Source: an optimization exercise on an open RTL-to-GDS flow (aim: small area and a short achievable clock period). Production flows keep margins and buffers that such runs may drop.
At most, simulation tests tie the RTL to the original design; equivalence was not proved.
Power is estimated from default activity; no workload was simulated.

==> run K <==
==> flow/design.v <==
module Router #(
	parameter LINK_WIDTH = 8,
	parameter PORTS = 5,
	parameter BUFFER_DEPTH = 4,
	parameter MESH_DIM = 4,
	parameter ROUTER_ID = 5
)(
	input clk,
	input rst,
	output router_out_wr_en_0,
	output router_out_wr_en_1,
	output router_out_wr_en_2,
	output router_out_wr_en_3,
	output router_out_wr_en_4,
	input [LINK_WIDTH-1:0] router_in_flit_0,
	input [LINK_WIDTH-1:0] router_in_flit_1,
	input [LINK_WIDTH-1:0] router_in_flit_2,
	input [LINK_WIDTH-1:0] router_in_flit_3,
	input [LINK_WIDTH-1:0] router_in_flit_4,
	output [LINK_WIDTH-1:0] router_out_flit_0,
	output [LINK_WIDTH-1:0] router_out_flit_1,
	output [LINK_WIDTH-1:0] router_out_flit_2,
	output [LINK_WIDTH-1:0] router_out_flit_3,
	output [LINK_WIDTH-1:0] router_out_flit_4,
	input router_in_wr_en_0,
	input router_in_wr_en_1,
	input router_in_wr_en_2,
	input router_in_wr_en_3,
	input router_in_wr_en_4,
	output reg router_out_full_0,
	output reg router_out_full_1,
	output reg router_out_full_2,
	output reg router_out_full_3,
	output reg router_out_full_4,
	input router_in_ON_OFF_0,
	input router_in_ON_OFF_1,
	input router_in_ON_OFF_2,
	input router_in_ON_OFF_3,
	input router_in_ON_OFF_4
);
localparam MY_X = ROUTER_ID % MESH_DIM;
localparam MY_Y = ROUTER_ID / MESH_DIM;
wire [7:0] in_flit [0:4];
assign in_flit[0] = router_in_flit_0;
assign in_flit[1] = router_in_flit_1;
assign in_flit[2] = router_in_flit_2;
assign in_flit[3] = router_in_flit_3;
assign in_flit[4] = router_in_flit_4;
wire [4:0] in_wr = {router_in_wr_en_4, router_in_wr_en_3, router_in_wr_en_2,
                    router_in_wr_en_1, router_in_wr_en_0};
wire [4:0] on_off = {router_in_ON_OFF_4, router_in_ON_OFF_3, router_in_ON_OFF_2,
                     router_in_ON_OFF_1, router_in_ON_OFF_0};
reg [7:0] F  [0:4];
reg [7:0] B0 [0:4];
reg [7:0] B1 [0:4];
reg [7:0] B2 [0:4];
reg [4:1] t  [0:4];           
wire [4:0] rd;                
reg  [4:0] hreq [0:4];        
wire [4:0] fv;
genvar k, o;
generate
for (k = 0; k < 5; k = k + 1) begin : q
	wire [7:0] f = F[k];
	wire [2:0] dx = f[4:2];
	wire [2:0] dy = f[7:5];
	wire head = fv[k] && (f[1:0] == 2'b00);
	wire xeq = (dx == MY_X);
	wire yeq = (dy == MY_Y);
	assign fv[k] = t[k][1];
	always @* begin
		hreq[0][k] = head && xeq && !yeq && (dy > MY_Y);
		hreq[1][k] = head && !xeq && (dx > MY_X);
		hreq[2][k] = head && xeq && !yeq && !(dy > MY_Y);
		hreq[3][k] = head && !xeq && !(dx > MY_X);
		hreq[4][k] = head && xeq && yeq;
	end
	wire [4:1] tt = t[k];
	always @(posedge clk) begin
		if (rst)
			t[k] <= 4'b0000;
		else if (in_wr[k] && !rd[k])
			t[k] <= {tt[3:1], 1'b1};
		else if (rd[k] && !in_wr[k])
			t[k] <= {1'b0, tt[4:2]};
	end
	always @(posedge clk) begin
		if (rd[k] || !tt[1]) F[k]  <= tt[2] ? B0[k] : in_flit[k];
		if (rd[k] || !tt[2]) B0[k] <= tt[3] ? B1[k] : in_flit[k];
		if (rd[k] || !tt[3]) B1[k] <= tt[4] ? B2[k] : in_flit[k];
		if (rd[k] || !tt[4]) B2[k] <= in_flit[k];
	end
end
endgenerate
always @(posedge clk) begin
	router_out_full_0 <= !rst && t[0][3];
	router_out_full_1 <= !rst && t[1][3];
	router_out_full_2 <= !rst && t[2][3];
	router_out_full_3 <= !rst && t[3][3];
	router_out_full_4 <= !rst && t[4][3];
end
reg [4:0] last [0:4];         
reg [1:0] cnt  [0:4];         
reg [4:0] g    [0:4];         
wire [4:0] send;
generate
for (o = 0; o < 5; o = o + 1) begin : arb
	integer i, d;
	reg found;
	wire done = (cnt[o] == 2'b11);
	always @* begin
		g[o] = 5'b00000;
		found = 1'b0;
		if (!done) begin
			g[o] = last[o] & fv;
		end else begin
			for (i = 0; i < 5; i = i + 1)
				if (last[o][i])
					for (d = 1; d <= 5; d = d + 1)
						if (!found && hreq[o][(i + d) % 5]) begin
							g[o][(i + d) % 5] = 1'b1;
							found = 1'b1;
						end
		end
	end
	assign send[o] = (|g[o]) && !on_off[o] && !rst;
	always @(posedge clk) begin
		if (rst) begin
			last[o] <= 5'b10000;
			cnt[o] <= 2'b11;
		end else if (!on_off[o]) begin
			if (done) begin
				last[o] <= (|g[o]) ? g[o] : 5'b10000;
				if (|g[o]) cnt[o] <= 2'b00;
			end else if (|g[o]) begin
				cnt[o] <= cnt[o] + 2'b01;
			end
		end
	end
end
endgenerate
assign rd[0] = |{g[4][0] & send[4], g[3][0] & send[3], g[2][0] & send[2], g[1][0] & send[1], g[0][0] & send[0]};
assign rd[1] = |{g[4][1] & send[4], g[3][1] & send[3], g[2][1] & send[2], g[1][1] & send[1], g[0][1] & send[0]};
assign rd[2] = |{g[4][2] & send[4], g[3][2] & send[3], g[2][2] & send[2], g[1][2] & send[1], g[0][2] & send[0]};
assign rd[3] = |{g[4][3] & send[4], g[3][3] & send[3], g[2][3] & send[2], g[1][3] & send[1], g[0][3] & send[0]};
assign rd[4] = |{g[4][4] & send[4], g[3][4] & send[3], g[2][4] & send[2], g[1][4] & send[1], g[0][4] & send[0]};
function [7:0] xbar(input [4:0] s, input [7:0] f0, input [7:0] f1, input [7:0] f2,
                    input [7:0] f3, input [7:0] f4);
	xbar = ({8{s[0]}} & f0) | ({8{s[1]}} & f1) | ({8{s[2]}} & f2) |
	       ({8{s[3]}} & f3) | ({8{s[4]}} & f4);
endfunction
assign router_out_flit_0 = xbar(g[0], F[0], F[1], F[2], F[3], F[4]);
assign router_out_flit_1 = xbar(g[1], F[0], F[1], F[2], F[3], F[4]);
assign router_out_flit_2 = xbar(g[2], F[0], F[1], F[2], F[3], F[4]);
assign router_out_flit_3 = xbar(g[3], F[0], F[1], F[2], F[3], F[4]);
assign router_out_flit_4 = xbar(g[4], F[0], F[1], F[2], F[3], F[4]);
assign router_out_wr_en_0 = send[0];
assign router_out_wr_en_1 = send[1];
assign router_out_wr_en_2 = send[2];
assign router_out_wr_en_3 = send[3];
assign router_out_wr_en_4 = send[4];
endmodule
==> flow/run.sh <==
#!/bin/bash
# synth_recipe.tcl (not shown) runs the flow's synth.tcl, then flattens the netlist and writes it again
# the make line also repeats each setting of config.mk as NAME=value (left out here)
make -C /OpenROAD-flow-scripts/flow DESIGN_CONFIG=/design/flow/config.mk WORK_HOME=/design/flow/orfs CLKGATE_MAP_FILE= SYNTH_SCRIPT=/design/flow/synth_recipe.tcl finish
==> flow/config.mk <==
export PLATFORM = sky130hd
export DESIGN_NAME = Router
export DESIGN_NICKNAME = Router
export VERILOG_FILES = /design/flow/design.v
export SDC_FILE = /design/flow/constraint.sdc
export NUM_CORES = 4
export LEC_CHECK = 0
export ABC_AREA = 1
export CAP_MARGIN = 20
export CORE_MARGIN = 2
export CORE_UTILIZATION = 40
export SETUP_SLACK_MARGIN = 4.4
export SLEW_MARGIN = 20
==> flow/constraint.sdc <==
create_clock -name core_clock -period 8.0 [get_ports {clk}]
set_input_delay 1.6000 -clock core_clock [delete_from_list [all_inputs] [get_ports {clk}]]
set_output_delay 1.6000 -clock core_clock [all_outputs]
set_load 0.01 [all_outputs]
==> inputs of run B, as changes to run K <==
ABC_AREA = not set   (was 1)
==> inputs of run C, as changes to run K <==
==> flow/design.v (replaced) <==
module Router #(
	parameter LINK_WIDTH = 8,
	parameter PORTS = 5,
	parameter BUFFER_DEPTH = 4,
	parameter MESH_DIM = 4,
	parameter ROUTER_ID = 5
)(
	input clk,
	input rst,
	output router_out_wr_en_0,
	output router_out_wr_en_1,
	output router_out_wr_en_2,
	output router_out_wr_en_3,
	output router_out_wr_en_4,
	input [LINK_WIDTH-1:0] router_in_flit_0,
	input [LINK_WIDTH-1:0] router_in_flit_1,
	input [LINK_WIDTH-1:0] router_in_flit_2,
	input [LINK_WIDTH-1:0] router_in_flit_3,
	input [LINK_WIDTH-1:0] router_in_flit_4,
	output [LINK_WIDTH-1:0] router_out_flit_0,
	output [LINK_WIDTH-1:0] router_out_flit_1,
	output [LINK_WIDTH-1:0] router_out_flit_2,
	output [LINK_WIDTH-1:0] router_out_flit_3,
	output [LINK_WIDTH-1:0] router_out_flit_4,
	input router_in_wr_en_0,
	input router_in_wr_en_1,
	input router_in_wr_en_2,
	input router_in_wr_en_3,
	input router_in_wr_en_4,
	output reg router_out_full_0,
	output reg router_out_full_1,
	output reg router_out_full_2,
	output reg router_out_full_3,
	output reg router_out_full_4,
	input router_in_ON_OFF_0,
	input router_in_ON_OFF_1,
	input router_in_ON_OFF_2,
	input router_in_ON_OFF_3,
	input router_in_ON_OFF_4
);
localparam MY_X = ROUTER_ID % MESH_DIM;
localparam MY_Y = ROUTER_ID / MESH_DIM;
wire [7:0] in_flit [0:4];
assign in_flit[0] = router_in_flit_0;
assign in_flit[1] = router_in_flit_1;
assign in_flit[2] = router_in_flit_2;
assign in_flit[3] = router_in_flit_3;
assign in_flit[4] = router_in_flit_4;
wire [4:0] in_wr = {router_in_wr_en_4, router_in_wr_en_3, router_in_wr_en_2,
                    router_in_wr_en_1, router_in_wr_en_0};
wire [4:0] on_off = {router_in_ON_OFF_4, router_in_ON_OFF_3, router_in_ON_OFF_2,
                     router_in_ON_OFF_1, router_in_ON_OFF_0};
reg [7:0] F  [0:4];
reg [7:0] B0 [0:4];
reg [7:0] B1 [0:4];
reg [7:0] B2 [0:4];
reg [4:1] t  [0:4];           
wire [4:0] rd;                
wire [4:0] hr_n [0:4];        
wire [4:0] hreq_n [0:4];      
wire [4:0] fv;
function [4:0] route(input [7:0] f);
	reg [2:0] dx, dy;
	reg head, xeq, yeq;
	begin
		dx = f[4:2];
		dy = f[7:5];
		head = (f[1:0] == 2'b00);
		xeq = (dx == MY_X);
		yeq = (dy == MY_Y);
		route[0] = head && xeq && !yeq && (dy > MY_Y);
		route[1] = head && !xeq && (dx > MY_X);
		route[2] = head && xeq && !yeq && !(dy > MY_Y);
		route[3] = head && !xeq && !(dx > MY_X);
		route[4] = head && xeq && yeq;
	end
endfunction
genvar k, o;
generate
for (k = 0; k < 5; k = k + 1) begin : q
	wire [4:1] tt = t[k];
	assign fv[k] = tt[1];
	wire reload = rd[k] || !tt[1];
	wire [7:0] nf = tt[2] ? B0[k] : in_flit[k];
	wire nv = tt[2] || in_wr[k];
	wire [4:0] r_new = nv ? route(nf) : 5'b00000;
	wire [4:0] r_cur = tt[1] ? route(F[k]) : 5'b00000;
	assign hr_n[k] = rst ? 5'b00000 : reload ? r_new : r_cur;
	for (o = 0; o < 5; o = o + 1) begin : tr
		assign hreq_n[o][k] = hr_n[k][o];
	end
	always @(posedge clk) begin
		if (rst)
			t[k] <= 4'b0000;
		else if (in_wr[k] && !rd[k])
			t[k] <= {tt[3:1], 1'b1};
		else if (rd[k] && !in_wr[k])
			t[k] <= {1'b0, tt[4:2]};
	end
	always @(posedge clk) begin
		if (reload) F[k] <= nf;
		if (rd[k] || !tt[2]) B0[k] <= tt[3] ? B1[k] : in_flit[k];
		if (rd[k] || !tt[3]) B1[k] <= tt[4] ? B2[k] : in_flit[k];
		if (rd[k] || !tt[4]) B2[k] <= in_flit[k];
	end
end
endgenerate
always @(posedge clk) begin
	router_out_full_0 <= !rst && t[0][3];
	router_out_full_1 <= !rst && t[1][3];
	router_out_full_2 <= !rst && t[2][3];
	router_out_full_3 <= !rst && t[3][3];
	router_out_full_4 <= !rst && t[4][3];
end
reg  [4:0] last [0:4];        
reg  [1:0] cnt  [0:4];        
reg  [4:0] sel  [0:4];
wire [4:0] g    [0:4];        
wire [4:0] send;              
generate
for (o = 0; o < 5; o = o + 1) begin : arb
	wire [4:0] l = last[o];
	wire [4:0] s = sel[o];
	wire done = (cnt[o] == 2'b10);
	assign g[o] = done ? s : (s & fv);
	wire any = |g[o];
	assign send[o] = any && !on_off[o] && !rst;
	reg [4:0] l_n;
	reg [1:0] c_n;
	always @* begin
		l_n = l;
		c_n = cnt[o];
		if (rst) begin
			l_n = 5'b10000;
			c_n = 2'b10;
		end else if (!on_off[o]) begin
			if (done) begin
				l_n = any ? s : 5'b10000;
				if (any) c_n = 2'b00;
			end else if (any) begin
				c_n = {cnt[o][0], !cnt[o][1]};
			end
		end
	end
	wire [4:0] h  = hreq_n[o];
	wire [4:0] m  = {|l_n[3:0], |l_n[2:0], |l_n[1:0], l_n[0], 1'b0};
	wire [4:0] hi = h & m;
	wire [4:0] r  = (|hi) ? hi : h;
	wire [4:0] w  = r & ~{|r[3:0], |r[2:0], |r[1:0], r[0], 1'b0};
	always @(posedge clk) begin
		last[o] <= l_n;
		cnt[o] <= c_n;
		sel[o] <= (c_n == 2'b10) ? w : l_n;
	end
end
endgenerate
assign rd[0] = |{g[4][0] & !on_off[4], g[3][0] & !on_off[3], g[2][0] & !on_off[2], g[1][0] & !on_off[1], g[0][0] & !on_off[0]};
assign rd[1] = |{g[4][1] & !on_off[4], g[3][1] & !on_off[3], g[2][1] & !on_off[2], g[1][1] & !on_off[1], g[0][1] & !on_off[0]};
assign rd[2] = |{g[4][2] & !on_off[4], g[3][2] & !on_off[3], g[2][2] & !on_off[2], g[1][2] & !on_off[1], g[0][2] & !on_off[0]};
assign rd[3] = |{g[4][3] & !on_off[4], g[3][3] & !on_off[3], g[2][3] & !on_off[2], g[1][3] & !on_off[1], g[0][3] & !on_off[0]};
assign rd[4] = |{g[4][4] & !on_off[4], g[3][4] & !on_off[3], g[2][4] & !on_off[2], g[1][4] & !on_off[1], g[0][4] & !on_off[0]};
function [7:0] xbar(input [4:0] s, input [7:0] f0, input [7:0] f1, input [7:0] f2,
                    input [7:0] f3, input [7:0] f4);
	xbar = ({8{s[0]}} & f0) | ({8{s[1]}} & f1) | ({8{s[2]}} & f2) |
	       ({8{s[3]}} & f3) | ({8{s[4]}} & f4);
endfunction
assign router_out_flit_0 = xbar(sel[0], F[0], F[1], F[2], F[3], F[4]);
assign router_out_flit_1 = xbar(sel[1], F[0], F[1], F[2], F[3], F[4]);
assign router_out_flit_2 = xbar(sel[2], F[0], F[1], F[2], F[3], F[4]);
assign router_out_flit_3 = xbar(sel[3], F[0], F[1], F[2], F[3], F[4]);
assign router_out_flit_4 = xbar(sel[4], F[0], F[1], F[2], F[3], F[4]);
assign router_out_wr_en_0 = send[0];
assign router_out_wr_en_1 = send[1];
assign router_out_wr_en_2 = send[2];
assign router_out_wr_en_3 = send[3];
assign router_out_wr_en_4 = send[4];
endmodule
==> flow/flow/run.sh (new file) <==
#!/bin/bash
# Standard ORFS layout (the standard.sh), with the port buffers set to a
# plain buffer cell. Each tool's output goes to standard.log.
export BUFFER_PORTS_ARGS="-buffer_cell sky130_fd_sc_hd__buf_2"
bash standard.sh > standard.log 2>&1
==> flow/standard.sh (new file) <==
#!/bin/bash
# synth_recipe.tcl (not shown) runs the flow's synth.tcl, then flattens the netlist and writes it again
# the make line also repeats each setting of config.mk as NAME=value (left out here)
make -C /OpenROAD-flow-scripts/flow DESIGN_CONFIG=/design/flow/config.mk WORK_HOME=/design/flow/orfs CLKGATE_MAP_FILE= SYNTH_SCRIPT=/design/flow/synth_recipe.tcl "${@:-finish}"
ABC_AREA = not set   (was 1)
CORE_UTILIZATION = 60   (was 40)
CTS_BUF_LIST = sky130_fd_sc_hd__clkbuf_8   (was not set)
CTS_CLUSTER_DIAMETER = 60   (was not set)
CTS_CLUSTER_SIZE = 16   (was not set)
removed: flow/run.sh
==> notes.md <==
- The run finished with no timing, DRC or antenna violations.
- Wire segments on met3 add up to ~3.8 mm in the final route.
- The cell family contributing the most delay on the critical path is simple AND/OR/NAND/NOR gates.
- The largest net degree at the start of global routing is between 40 and 50.
- The die is 179 um tall.
- The library cells used most frequently in the layout, excluding fill and tap cells, are 246 x nand2_1, 169 x buf_4, 164 x o21ai_0.
- The cell at the slowest stage of the critical path is edfxtp_1.
- The met3 global-route usage is 0.0424.
Source of the figures above: run K

==> notes.md <==
- The largest net degree at the start of global routing is 36.
- The slowest stage of the critical path is the edfxtp_1 cell.
- Fill cells in the final layout number around 2,500.
- Wires add up to about 44 mm.
- From synthesis to final layout, the design area changed by 41.5%.
- The met3 wirelength from detailed routing is 4.42 mm.
- In the global route stage, met3 resource usage came out at 0.0655.
- The kind of cell with the highest combined delay along the critical path is buffers and inverters.
- The worst setup timing slack at the placement stage is 2.86 ns.
- Measured against its own limit, the worst slew margin works out to 0.365.
- In this run the vertical extent of the chip is 179 um.
- The switching portion of total power is 0.352.
- The run finished with no timing, DRC or antenna violations.
- The most used flip-flop cell after synthesis is edfxtp_1.
Source of the figures above: run B

==> notes.md <==
- The run finished with no timing, DRC or antenna violations.
- Of the post-synthesis cell area, the dominant cell type holds 0.362.
- The largest net degree at the start of global routing is 74.
- The worst setup timing slack at the placement stage is 3.53 ns.
- The met3 global-route usage is 0.0685.
- The part of the power in registers is 0.566.
- The share of the Yosys chip area taken by registers is 0.490.
- The cell at the slowest stage of the critical path is buf_12.
- The clock slew seen by the registers of the worst setup and hold paths is 0.08 ns.
- The total number of nets in the final design is between 1,000 and 1,500.
- Grouping stages by cell kind, the critical path spends the most delay in buffers and inverters.
- In this run the vertical extent of the chip is approximately 150 um.
- The library cells used most frequently in the layout, excluding fill and tap cells, are 160 x edfxtp_1, 129 x nor2_1, 121 x mux2_2.
Source of the figures above: run C

The RTL of run C was laid out without a check of its function.

==> static timing again, ports no longer ideal <==
How much do the figures lean on ideal ports? The routed layouts below were timed once more, with nothing changed but the port constraints.
Step 1, drivers: a clkbuf_16 drives clk and a buf_2 each remaining input, both assumed.
Step 2 also shifts input and output timing later by t, the mid clock arrival at the registers, as if the neighbouring blocks saw the same clock.
Three values: no drivers, after step 1, after step 2; two values: the first two.
run	shift t [ns]	setup WS [ns]	latest minus earliest clock arrival (ns)	worst slew at a driven data input, ns
run K	0.565	3.190 / 3.137 / 3.376	0.014 / 0.013	0.04
run B	0.596	3.069 / 3.015 / 3.443	0.015 / 0.016	0.05
run C	0.590	4.201 / 4.049 / 3.821	0.052 / 0.052	0.15
After both steps every run listed still meets setup and hold. For run C, which loses most, drivers alone change the setup slack by -0.152 ns; drivers and shift together by -0.380 ns.
